Source: an optimization exercise on an open RTL-to-GDS flow (aim: small area, a short achievable clock period and few clock cycles per item). Production flows keep margins and buffers that such runs may drop.
RTL that was checked went through simulation tests only; none was proved equivalent to the original.
No activity file was given, so power comes from the tool's default toggle rates.

==> module sort_top, before the edit <==
module sort_top ( t_go, t_rst, t_clk, t_n, t_wr_en, t_wr_addr, t_wr_data, t_sorted_data, t_done);
input t_go, t_rst, t_clk;
input [5:0] t_n;
input t_wr_en;
input [4:0] t_wr_addr;
input [7:0] t_wr_data;
output [7:0] t_sorted_data;
output t_done;
localparam N = 32;
reg [7:0] v [0:N-1];
reg       act_e;         
reg       act_o;         
reg       outp;          
reg [5:0] cnt;           
reg [5:0] n_q;           
reg       calm;          
wire idle = ~act_e & ~act_o & ~outp;
function gt8(input [7:0] x, input [7:0] y);
  reg [7:0] g, l;
  reg [3:0] g1, l1;
  reg [1:0] g2, l2;
  integer i;
  begin
    g = x & ~y;
    l = ~x & y;
    for (i = 0; i < 4; i = i + 1) begin
      g1[i] = g[2*i+1] | (~l[2*i+1] & g[2*i]);
      l1[i] = l[2*i+1] | (~g[2*i+1] & l[2*i]);
    end
    for (i = 0; i < 2; i = i + 1) begin
      g2[i] = g1[2*i+1] | (~l1[2*i+1] & g1[2*i]);
      l2[i] = l1[2*i+1] | (~g1[2*i+1] & l1[2*i]);
    end
    gt8 = g2[1] | (~l2[1] & g2[0]);
  end
endfunction
wire [N-2:0] sw;
genvar k;
generate
  for (k = 0; k < N-1; k = k + 1) begin : g_pair
    wire act = (k % 2 == 1) ? act_o : act_e;
    assign sw[k] = act & (n_q > k + 1) & gt8(v[k], v[k+1]);
  end
endgenerate
generate
  for (k = 0; k < N; k = k + 1) begin : g_cell
    wire s_wr    = t_wr_en & (t_wr_addr == k);
    wire s_right = outp | ((k < N-1) ? sw[(k < N-1) ? k : 0] : 1'b0);
    wire s_left  = (k > 0) ? sw[(k > 0) ? k-1 : 0] : 1'b0;
    wire s_hold  = ~(s_wr | s_right | s_left);
    wire [7:0] vr = (k < N-1) ? v[(k < N-1) ? k+1 : k] : 8'd0;
    wire [7:0] vf = (k > 0) ? v[(k > 0) ? k-1 : k] : 8'd0;
    always @(posedge t_clk)
      v[k] <= ({8{s_wr}} & t_wr_data) | ({8{s_right}} & vr) | ({8{s_left}} & vf) | ({8{s_hold}} & v[k]);
  end
endgenerate
assign t_sorted_data = v[0];
assign t_done = outp;
always @(posedge t_clk) begin
  n_q <= t_n;
  if (t_rst) begin
    act_e <= 1'b0;
    act_o <= 1'b0;
    outp <= 1'b0;
  end else if (idle) begin
    act_e <= t_go;
    cnt <= t_n;
    calm <= 1'b0;
  end else if (act_e | act_o) begin
    calm <= ~(|sw);
    if (cnt == 6'd1 || (calm && !(|sw))) begin
      act_e <= 1'b0;
      act_o <= 1'b0;
      outp <= 1'b1;
      cnt <= n_q;
    end else begin
      act_e <= act_o;
      act_o <= act_e;
      cnt <= cnt - 6'd1;
    end
  end else begin
    if (cnt == 6'd1) outp <= 1'b0;
    cnt <= cnt - 6'd1;
  end
end
endmodule
clock: 6.5 ns
lec_check: 0
cap_margin: 20
core_margin: 2
core_utilization: 40
place_density: 0.5
setup_slack_margin: 4.0
slew_margin: 20
standard.sh (not shown) runs the stock make flow with config.mk's settings and CLKGATE_MAP_FILE= SYNTH_SCRIPT=/design/flow/synth_recipe.tcl, a recipe that flattens the netlist after the stock synthesis.
==> flow/flow/run.sh <==
#!/bin/bash
# The standard layout (standard.sh), except that abc maps the logic with an
# area-oriented script (flow/area.abc) in place of ORFS's speed script. The
# synthesis is otherwise synth_recipe.tcl unchanged, so the registers and their
# names are the standard synthesis's. Each tool's output goes to a log here.
set -euo pipefail
W=$PWD
{
  printf 'proc abc {args} {\n'
  printf '  set i [lsearch -exact $args -script]\n'
  printf '  if {$i >= 0} { lset args [expr {$i + 1}] %s }\n' "$W/flow/area.abc"
  printf '  yosys abc {*}$args\n'
  printf '}\n'
  cat "$W/synth_recipe.tcl"
} > "$W/area_synth.tcl"
sed "s#SYNTH_SCRIPT=[^ ]*synth_recipe.tcl#SYNTH_SCRIPT=$W/area_synth.tcl#" "$W/standard.sh" > "$W/area_standard.sh"
grep -q "SYNTH_SCRIPT=$W/area_synth.tcl" "$W/area_standard.sh"
bash "$W/area_standard.sh" > "$W/make.log" 2>&1
==> flow/flow/area.abc <==
strash
dch
map -a
topo
stime -c
Then changed:
--- a/flow/design.v
+++ b/flow/design.v
@@ -13,9 +13,10 @@
 reg       act_o;         
 reg       outp;          
 reg [5:0] cnt;           
 reg [5:0] n_q;           
-reg       calm;          
+reg       calm1;         
+reg       calm2;         
 wire idle = ~act_e & ~act_o & ~outp;
 function gt8(input [7:0] x, input [7:0] y);
   reg [7:0] g, l;
   reg [3:0] g1, l1;
@@ -65,12 +66,14 @@
     outp <= 1'b0;
   end else if (idle) begin
     act_e <= t_go;
     cnt <= t_n;
-    calm <= 1'b0;
+    calm1 <= 1'b0;
+    calm2 <= 1'b0;
   end else if (act_e | act_o) begin
-    calm <= ~(|sw);
-    if (cnt == 6'd1 || (calm && !(|sw))) begin
+    calm1 <= ~(|sw);
+    calm2 <= calm1;
+    if (cnt == 6'd1 || (calm1 && calm2)) begin
       act_e <= 1'b0;
       act_o <= 1'b0;
       outp <= 1'b1;
       cnt <= n_q;
Result: Final area came out lower by 1.5%. Total power came out higher by 1.8%. Sequential share of layout area is about the same. Utilization came out lower by 0.99 points. Synthesized cell count came out higher by 2.7%. Hold slack improves by 0.020 ns. Worst setup slack improves by 0.58 ns. Critical path depth came out lower by 12. Fmax came out higher by 23%. Global-route usage came out higher by 0.25 points. Wire length came out higher by 1.1%. Clock power came out higher by about 6%. Sequential power came out higher by about 4%. Via count came out higher by 1.5%.
No run of this note included a check of the RTL's function; only the layout flow was run.


old:
Another version of the RTL of sort_top (not shown whole).
Size: about 3300 cells after synthesis, roughly 480 flip-flops, roughly 33000 µm² of cells after synthesis.
==> module sort_top, before the edit <==
module sort_top ( t_go, t_rst, t_clk, t_n, t_wr_en, t_wr_addr, t_wr_data, t_sorted_data, t_done);
input t_go, t_rst, t_clk;
input [5:0] t_n;
input t_wr_en;
input [4:0] t_wr_addr;
input [7:0] t_wr_data;
output [7:0] t_sorted_data;
output t_done;
localparam N = 32;
reg       wv;
reg [4:0] wa;
reg [7:0] wd;
reg       busy;
reg [5:0] nreg;
reg [5:0] rem;
reg [7:0] v  [0:N-1];
reg [4:0] a  [0:N-1];
reg       vl [0:N-1];
wire ins_mode = wv & ~busy;
wire [N:0]   h;    
wire [N-1:0] m;    
wire [N-1:0] d;    
wire [N-1:0] ins;  
genvar k;
generate
  for (k = 0; k < N; k = k + 1) begin : g_cmp
    assign h[k] = ~vl[k] | (v[k] > wd);
    assign m[k] = vl[k] & (a[k] == wa);
    assign ins[k] = d[k] ? h[k+1] : h[k];
  end
endgenerate
assign h[N] = 1'b1;
wire [N-1:0] p0 = m;
wire [N-1:0] p1, p2, p3, p4, p5;
generate
  for (k = 0; k < N; k = k + 1) begin : g_pre
    assign p1[k] = (k >= 1)  ? (p0[k] | p0[(k >= 1)  ? k-1  : 0]) : p0[k];
    assign p2[k] = (k >= 2)  ? (p1[k] | p1[(k >= 2)  ? k-2  : 0]) : p1[k];
    assign p3[k] = (k >= 4)  ? (p2[k] | p2[(k >= 4)  ? k-4  : 0]) : p2[k];
    assign p4[k] = (k >= 8)  ? (p3[k] | p3[(k >= 8)  ? k-8  : 0]) : p3[k];
    assign p5[k] = (k >= 16) ? (p4[k] | p4[(k >= 16) ? k-16 : 0]) : p4[k];
  end
endgenerate
assign d = p5;
generate
  for (k = 0; k < N; k = k + 1) begin : g_cell
    wire insp = (k == 0) ? 1'b0 : ins[k-1];
    wire dp   = (k == 0) ? 1'b0 : d[k-1];
    wire s_right = busy | (ins_mode & ~ins[k] & d[k]);
    wire s_left  = ins_mode & ins[k] & insp & ~dp;
    wire s_w     = ins_mode & ins[k] & ~insp;
    wire [7:0] vr = (k == N-1) ? 8'd0 : v[(k == N-1) ? k : k+1];
    wire [4:0] ar = (k == N-1) ? 5'd0 : a[(k == N-1) ? k : k+1];
    wire       lr = (k == N-1) ? 1'b0 : vl[(k == N-1) ? k : k+1];
    wire [7:0] vlf = (k == 0) ? 8'd0 : v[(k == 0) ? k : k-1];
    wire [4:0] alf = (k == 0) ? 5'd0 : a[(k == 0) ? k : k-1];
    wire       llf = (k == 0) ? 1'b0 : vl[(k == 0) ? k : k-1];
    always @(posedge t_clk) begin
      if (s_right) begin
        v[k] <= vr; a[k] <= ar;
      end else if (s_w) begin
        v[k] <= wd; a[k] <= wa;
      end else if (s_left) begin
        v[k] <= vlf; a[k] <= alf;
      end
      if (t_rst)
        vl[k] <= 1'b0;
      else if (s_right)
        vl[k] <= lr;
      else if (s_w)
        vl[k] <= 1'b1;
      else if (s_left)
        vl[k] <= llf;
    end
  end
endgenerate
wire good = vl[0] & ({1'b0, a[0]} < nreg);
assign t_done = busy & good;
assign t_sorted_data = v[0];
always @(posedge t_clk) begin
  wa <= t_wr_addr;
  wd <= t_wr_data;
  nreg <= t_n;
  if (t_rst) begin
    wv <= 1'b0;
    busy <= 1'b0;
  end else begin
    wv <= t_wr_en & ~busy;
    if (!busy) begin
      if (t_go) busy <= 1'b1;
      rem <= t_n;
    end else if (good) begin
      rem <= rem - 6'd1;
      if (rem == 6'd1) busy <= 1'b0;
    end
  end
end
endmodule
clock: 6.5 ns
lec_check: 0
cap_margin: 20
core_margin: 2
core_utilization: 40
place_density: 0.6
slew_margin: 20
run.sh (not shown) runs the stock make flow with config.mk's settings and CLKGATE_MAP_FILE= SYNTH_SCRIPT=/design/flow/synth_recipe.tcl, a recipe that flattens the netlist after the stock synthesis.
Stock flow here: none of the scripts above is used.
Testbench counts of old, summed over its fixed seeds: cycles 3,354, items 1,645.
Changes in new relative to old:
==> flow/design.v, changed modules only <==
module sort_top ( t_go, t_rst, t_clk, t_n, t_wr_en, t_wr_addr, t_wr_data, t_sorted_data, t_done);
input t_go, t_rst, t_clk;
input [5:0] t_n;
input t_wr_en;
input [4:0] t_wr_addr;
input [7:0] t_wr_data;
output [7:0] t_sorted_data;
output t_done;
localparam N = 32;
reg       wv;
reg [4:0] wa;
reg [7:0] wd;
reg       busy;
reg [5:0] nreg;
reg [5:0] rem;
reg [7:0] v  [0:N-1];
reg [4:0] a  [0:N-1];
reg       vl [0:N-1];
wire ins_mode = wv & ~busy;
function gt8(input [7:0] x, input [7:0] y);
  reg [7:0] g, l;
  reg [3:0] g1, l1;
  reg [1:0] g2, l2;
  integer i;
  begin
    g = x & ~y;
    l = ~x & y;
    for (i = 0; i < 4; i = i + 1) begin
      g1[i] = g[2*i+1] | (~l[2*i+1] & g[2*i]);
      l1[i] = l[2*i+1] | (~g[2*i+1] & l[2*i]);
    end
    for (i = 0; i < 2; i = i + 1) begin
      g2[i] = g1[2*i+1] | (~l1[2*i+1] & g1[2*i]);
      l2[i] = l1[2*i+1] | (~g1[2*i+1] & l1[2*i]);
    end
    gt8 = g2[1] | (~l2[1] & g2[0]);
  end
endfunction
wire [N:0]   h;    
wire [N-1:0] m;    
wire [N-1:0] d;    
wire [N-1:0] ins;  
genvar k;
generate
  for (k = 0; k < N; k = k + 1) begin : g_cmp
    assign h[k] = ~vl[k] | gt8(v[k], wd);
    assign m[k] = vl[k] & (a[k] == wa);
    assign ins[k] = d[k] ? h[k+1] : h[k];
  end
endgenerate
assign h[N] = 1'b1;
wire [N-1:0] p0 = m;
wire [N-1:0] p1, p2, p3, p4, p5;
generate
  for (k = 0; k < N; k = k + 1) begin : g_pre
    assign p1[k] = (k >= 1)  ? (p0[k] | p0[(k >= 1)  ? k-1  : 0]) : p0[k];
    assign p2[k] = (k >= 2)  ? (p1[k] | p1[(k >= 2)  ? k-2  : 0]) : p1[k];
    assign p3[k] = (k >= 4)  ? (p2[k] | p2[(k >= 4)  ? k-4  : 0]) : p2[k];
    assign p4[k] = (k >= 8)  ? (p3[k] | p3[(k >= 8)  ? k-8  : 0]) : p3[k];
    assign p5[k] = (k >= 16) ? (p4[k] | p4[(k >= 16) ? k-16 : 0]) : p4[k];
  end
endgenerate
assign d = p5;
generate
  for (k = 0; k < N; k = k + 1) begin : g_cell
    wire insp = (k == 0) ? 1'b0 : ins[k-1];
    wire dp   = (k == 0) ? 1'b0 : d[k-1];
    wire s_right = busy | (ins_mode & ~ins[k] & d[k]);
    wire s_left  = ins_mode & ins[k] & insp & ~dp;
    wire s_w     = ins_mode & ins[k] & ~insp;
    wire [7:0] vr = (k == N-1) ? 8'd0 : v[(k == N-1) ? k : k+1];
    wire [4:0] ar = (k == N-1) ? 5'd0 : a[(k == N-1) ? k : k+1];
    wire       lr = (k == N-1) ? 1'b0 : vl[(k == N-1) ? k : k+1];
    wire [7:0] vlf = (k == 0) ? 8'd0 : v[(k == 0) ? k : k-1];
    wire [4:0] alf = (k == 0) ? 5'd0 : a[(k == 0) ? k : k-1];
    wire       llf = (k == 0) ? 1'b0 : vl[(k == 0) ? k : k-1];
    wire s_hold = ~(s_right | s_w | s_left);
    always @(posedge t_clk) begin
      v[k] <= ({8{s_right}} & vr) | ({8{s_w}} & wd) | ({8{s_left}} & vlf) | ({8{s_hold}} & v[k]);
      a[k] <= ({5{s_right}} & ar) | ({5{s_w}} & wa) | ({5{s_left}} & alf) | ({5{s_hold}} & a[k]);
      vl[k] <= ~t_rst & ((s_right & lr) | s_w | (s_left & llf) | (s_hold & vl[k]));
    end
  end
endgenerate
wire good = vl[0] & ({1'b0, a[0]} < nreg);
assign t_done = busy & good;
assign t_sorted_data = v[0];
always @(posedge t_clk) begin
  wa <= t_wr_addr;
  wd <= t_wr_data;
  nreg <= t_n;
  if (t_rst) begin
    wv <= 1'b0;
    busy <= 1'b0;
  end else begin
    wv <= t_wr_en & ~busy;
    if (!busy) begin
      if (t_go) busy <= 1'b1;
      rem <= t_n;
    end else if (good) begin
      rem <= rem - 6'd1;
      if (rem == 6'd1) busy <= 1'b0;
    end
  end
end
endmodule
## What came out
new completed; timing, DRC and antenna clean. Final area of new falls short of that of old by more than 10%. The lower cell count came out of new. Summary: with old as the reference, standard-cell row count in new moved down by a little under 10%. In the metrics for old and new, the one carrying the higher worst setup slack after layout is old. Going from old to new, post-synthesis cell type count -14%; count of clock-buffer cells in the layout +about 2.7%.
No functional check of the RTL was part of new.


sort_top, a different RTL version from the one above (not shown whole).
Size in the first run: roughly 300 flip-flops, roughly 32 I/O pins, roughly 0.017 mm² of cells after synthesis.
==> module sort_top, before the edit <==
module sort_top ( t_go, t_rst, t_clk, t_n, t_wr_en, t_wr_addr, t_wr_data, t_sorted_data, t_done);
input t_go, t_rst, t_clk;
input [5:0] t_n;
input t_wr_en;
input [4:0] t_wr_addr;
input [7:0] t_wr_data;
output [7:0] t_sorted_data;
output t_done;
localparam R = 2;        
localparam C = 16;       
reg [7:0] v [0:R-1][0:C-1];
reg       act_e;         
reg       act_o;         
reg       merge;         
reg [3:0] calm_q;        
wire      calm1 = &calm_q;  
reg       calm2;         
reg [4:0] cnt;           
reg [4:0] rl [0:R-1];    
reg [5:0] n_q;           
reg [7:0] out_q;
reg       done_q;
reg       idle;          
function gt8(input [7:0] x, input [7:0] y);
  reg [7:0] g, l;
  reg [3:0] g1, l1;
  reg [1:0] g2, l2;
  integer i;
  begin
    g = x & ~y;
    l = ~x & y;
    for (i = 0; i < 4; i = i + 1) begin
      g1[i] = g[2*i+1] | (~l[2*i+1] & g[2*i]);
      l1[i] = l[2*i+1] | (~g[2*i+1] & l[2*i]);
    end
    for (i = 0; i < 2; i = i + 1) begin
      g2[i] = g1[2*i+1] | (~l1[2*i+1] & g1[2*i]);
      l2[i] = l1[2*i+1] | (~g1[2*i+1] & l1[2*i]);
    end
    gt8 = g2[1] | (~l2[1] & g2[0]);
  end
endfunction
wire [C-2:0] sw [0:R-1];
wire [R-1:0] row_sw;
wire [2*R-1:0] half_sw;
wire [R-1:0] hv;
wire [R-1:0] win;
reg          b_lt;
assign win[0] = hv[0] & (~hv[1] | ~b_lt);
assign win[1] = hv[1] & (~hv[0] | b_lt);
wire [R-1:0] adv;
assign adv[0] = (merge & win[0]) | sw[0][0];
assign adv[1] = (merge & win[1]) | sw[1][0];
wire b_lt_next = adv[0] ? (adv[1] ? gt8(v[0][1], v[1][1]) : gt8(v[0][1], v[1][0]))
                        : (adv[1] ? gt8(v[0][0], v[1][1]) : gt8(v[0][0], v[1][0]));
genvar r, j, q;
generate
  for (r = 0; r < R; r = r + 1) begin : g_row
    for (j = 0; j < C-1; j = j + 1) begin : g_pair
      wire act = (j % 2 == 1) ? act_o : act_e;
      assign sw[r][j] = act & (n_q > R * (j + 1) + r) & gt8(v[r][j], v[r][j+1]);
    end
    assign row_sw[r] = |sw[r];
    assign half_sw[2*r]   = |sw[r][C/2-1:0];
    assign half_sw[2*r+1] = |sw[r][C-2:C/2];
    assign hv[r] = (rl[r] != 5'd0);
  end
endgenerate
generate
  for (r = 0; r < R; r = r + 1) begin : g_rc
    for (j = 0; j < C; j = j + 1) begin : g_cell
      wire s_wr    = t_wr_en & (t_wr_addr == R * j + r);
      wire s_right = (merge & win[r]) | ((j < C-1) ? sw[r][(j < C-1) ? j : 0] : 1'b0);
      wire s_left  = (j > 0) ? sw[r][(j > 0) ? j-1 : 0] : 1'b0;
      wire s_hold  = ~(s_wr | s_right | s_left);
      wire [7:0] vr = (j < C-1) ? v[r][(j < C-1) ? j+1 : j] : 8'd0;
      wire [7:0] vf = (j > 0) ? v[r][(j > 0) ? j-1 : j] : 8'd0;
      always @(posedge t_clk)
        v[r][j] <= ({8{s_wr}} & t_wr_data) | ({8{s_right}} & vr) | ({8{s_left}} & vf) | ({8{s_hold}} & v[r][j]);
    end
    always @(posedge t_clk) begin
      if (idle)
        rl[r] <= (t_n + (R - 1 - r)) >> 1;
      else if (merge & win[r])
        rl[r] <= rl[r] - 5'd1;
    end
  end
endgenerate
wire [7:0] head_min = ({8{win[0]}} & v[0][0]) | ({8{win[1]}} & v[1][0]);
assign t_sorted_data = out_q;
assign t_done = done_q;
always @(posedge t_clk) begin
  n_q <= t_n;
  out_q <= head_min;
  b_lt <= b_lt_next;
  if (t_rst) begin
    act_e <= 1'b0;
    act_o <= 1'b0;
    merge <= 1'b0;
    idle <= 1'b1;
    done_q <= 1'b0;
  end else begin
    done_q <= merge;
    if (idle) begin
      act_e <= t_go;
      idle <= ~t_go;
      cnt <= (t_n + 6'd1) >> 1;
      calm_q <= 4'd0;
      calm2 <= 1'b0;
    end else if (act_e | act_o) begin
      calm_q <= ~half_sw;
      calm2 <= calm1;
      if (cnt == 5'd1 || (calm1 && calm2)) begin
        act_e <= 1'b0;
        act_o <= 1'b0;
        merge <= 1'b1;
      end else begin
        act_e <= act_o;
        act_o <= act_e;
        cnt <= cnt - 5'd1;
      end
    end else begin
      if ((rl[0] == 5'd1 && rl[1] == 5'd0) || (rl[0] == 5'd0 && rl[1] == 5'd1)) begin
        merge <= 1'b0;
        idle <= 1'b1;
      end
    end
  end
end
endmodule
export LEC_CHECK = 0
export CAP_MARGIN = 20
export CORE_MARGIN = 2
export CORE_UTILIZATION = 40
export PLACE_DENSITY = 0.5
export SETUP_SLACK_MARGIN = 4.2
export SLEW_MARGIN = 20
create_clock -name core_clock -period 6.5 [get_ports {t_clk}]
standard.sh (not shown) runs the stock make flow with config.mk's settings and CLKGATE_MAP_FILE= SYNTH_SCRIPT=/design/flow/synth_recipe.tcl, a recipe that flattens the netlist after the stock synthesis.
==> flow/flow/run.sh <==
#!/bin/bash
# The standard layout (standard.sh), except that abc maps the logic with an
# area-oriented script (flow/area.abc) in place of ORFS's speed script, and
# that the make variables listed in flow/make_args.txt (one per line) are
# added to ORFS's make command line. The synthesis is otherwise
# synth_recipe.tcl unchanged, so the registers and their names are the
# standard synthesis's. Each tool's output goes to a log here.
set -euo pipefail
W=$PWD
{
  printf 'proc abc {args} {\n'
  printf '  set i [lsearch -exact $args -script]\n'
  printf '  if {$i >= 0} { lset args [expr {$i + 1}] %s }\n' "$W/flow/area.abc"
  printf '  yosys abc {*}$args\n'
  printf '}\n'
  cat "$W/synth_recipe.tcl"
} > "$W/area_synth.tcl"
EXTRA=""
if [[ -f "$W/flow/make_args.txt" ]]; then
  while IFS= read -r line; do
    [[ -n "$line" ]] && EXTRA+=" '$line'"
  done < "$W/flow/make_args.txt"
fi
sed -e "s#SYNTH_SCRIPT=[^ ]*synth_recipe.tcl#SYNTH_SCRIPT=$W/area_synth.tcl#" \
    -e "s#^make -C \([^ ]*\) #make -C \1$EXTRA #" "$W/standard.sh" > "$W/area_standard.sh"
grep -q "SYNTH_SCRIPT=$W/area_synth.tcl" "$W/area_standard.sh"
bash "$W/area_standard.sh" > "$W/make.log" 2>&1
==> flow/flow/make_args.txt <==
MATCH_CELL_FOOTPRINT=0
BUFFER_PORTS_ARGS=-buffer_cell sky130_fd_sc_hd__buf_4
Scripts as last shown in full above: flow/flow/area.abc
Testbench counts at the start, summed over its fixed seeds: cycles 4,189, items 1,645.
Edit:
--- a/flow/design.v
+++ b/flow/design.v
@@ -13,12 +13,10 @@
 reg       act_e;         
 reg       act_o;         
 reg       merge;         
-reg [3:0] calm_q;        
-wire      calm1 = &calm_q;  
+reg       calm1;         
 reg       calm2;         
 reg [4:0] cnt;           
 reg [4:0] rl [0:R-1];    
-reg [5:0] n_q;           
 reg [7:0] out_q;
 reg       done_q;
 reg       idle;          
@@ -43,7 +41,6 @@
 endfunction
 wire [C-2:0] sw [0:R-1];
 wire [R-1:0] row_sw;
-wire [2*R-1:0] half_sw;
 wire [R-1:0] hv;
 wire [R-1:0] win;
 reg          b_lt;
@@ -58,12 +55,10 @@
 generate
   for (r = 0; r < R; r = r + 1) begin : g_row
     for (j = 0; j < C-1; j = j + 1) begin : g_pair
-      wire act = (j % 2 == 1) ? act_o : act_e;
-      assign sw[r][j] = act & (n_q > R * (j + 1) + r) & gt8(v[r][j], v[r][j+1]);
+      wire act = (j % 2 == 1) ? act_o : (act_e | (idle & t_go));
+      assign sw[r][j] = act & (t_n > R * (j + 1) + r) & gt8(v[r][j], v[r][j+1]);
     end
     assign row_sw[r] = |sw[r];
-    assign half_sw[2*r]   = |sw[r][C/2-1:0];
-    assign half_sw[2*r+1] = |sw[r][C-2:C/2];
     assign hv[r] = (rl[r] != 5'd0);
   end
 endgenerate
@@ -91,7 +86,6 @@
 assign t_sorted_data = out_q;
 assign t_done = done_q;
 always @(posedge t_clk) begin
-  n_q <= t_n;
   out_q <= head_min;
   b_lt <= b_lt_next;
   if (t_rst) begin
@@ -103,13 +97,18 @@
   end else begin
     done_q <= merge;
     if (idle) begin
-      act_e <= t_go;
       idle <= ~t_go;
-      cnt <= (t_n + 6'd1) >> 1;
-      calm_q <= 4'd0;
+      if (t_go) begin
+        if (t_n <= 6'd2)
+          merge <= 1'b1;
+        else
+          act_o <= 1'b1;
+      end
+      cnt <= ((t_n + 6'd1) >> 1) - 5'd1;
+      calm1 <= ~(|row_sw);
       calm2 <= 1'b0;
     end else if (act_e | act_o) begin
-      calm_q <= ~half_sw;
+      calm1 <= ~(|row_sw);
       calm2 <= calm1;
       if (cnt == 5'd1 || (calm1 && calm2)) begin
         act_e <= 1'b0;
The changed run finished clean.
Area after synthesis increases by 1.5%.
Power increases by 9.4%.
Via count increases by 7.0%.
Global-route usage increases by 1.8 points.
Setup slack degrades by 0.60 ns.
Register-to-register slack degrades by 0.44 ns.
Final cell count increases by 6.1%.
Die area increases by 1.4%.
First-iteration DRC count decreases by 8.6%.
Cell area increases by 12%.
The RTL of the second run of this note was laid out without a check of its function.

-- what the ideal ports hide --
The flow's constraints put no driver on any port. The routed layouts listed below were extracted and timed again, unchanged, in two steps.
Step 1: set_driving_cell puts a clkbuf_16 on t_clk and a buf_2 on each other input, an assumption about the parent block.
Step 2 times the ports against the registers' clock, not the clock port: input delays grow and output delays shrink by t, the midpoint of the rising clock arrivals with the driver on.
Slacks: no drivers / after step 1 / after step 2; pairs: no drivers / after step 1.
run	shift t [ns]	setup WS [ns]	worst setup path at the end
the first run of note 1	0.599	3.453 / 3.453 / 3.453	register to register
the second run of note 1	0.599	4.030 / 3.971 / 3.532	input to register
old	0.692	1.481 / 1.481 / 1.481	register to register
new	0.681	0.961 / 0.961 / 0.961	register to register
the first run of note 3	0.617	4.216 / 4.153 / 3.684	input to register
the second run of note 3	0.605	3.621 / 3.576 / 2.971	input to register
After both steps every run listed still meets setup and hold. The setup slack of the second run of note 3, which loses most, moves by -0.045 ns with the drivers and by -0.650 ns with both steps.
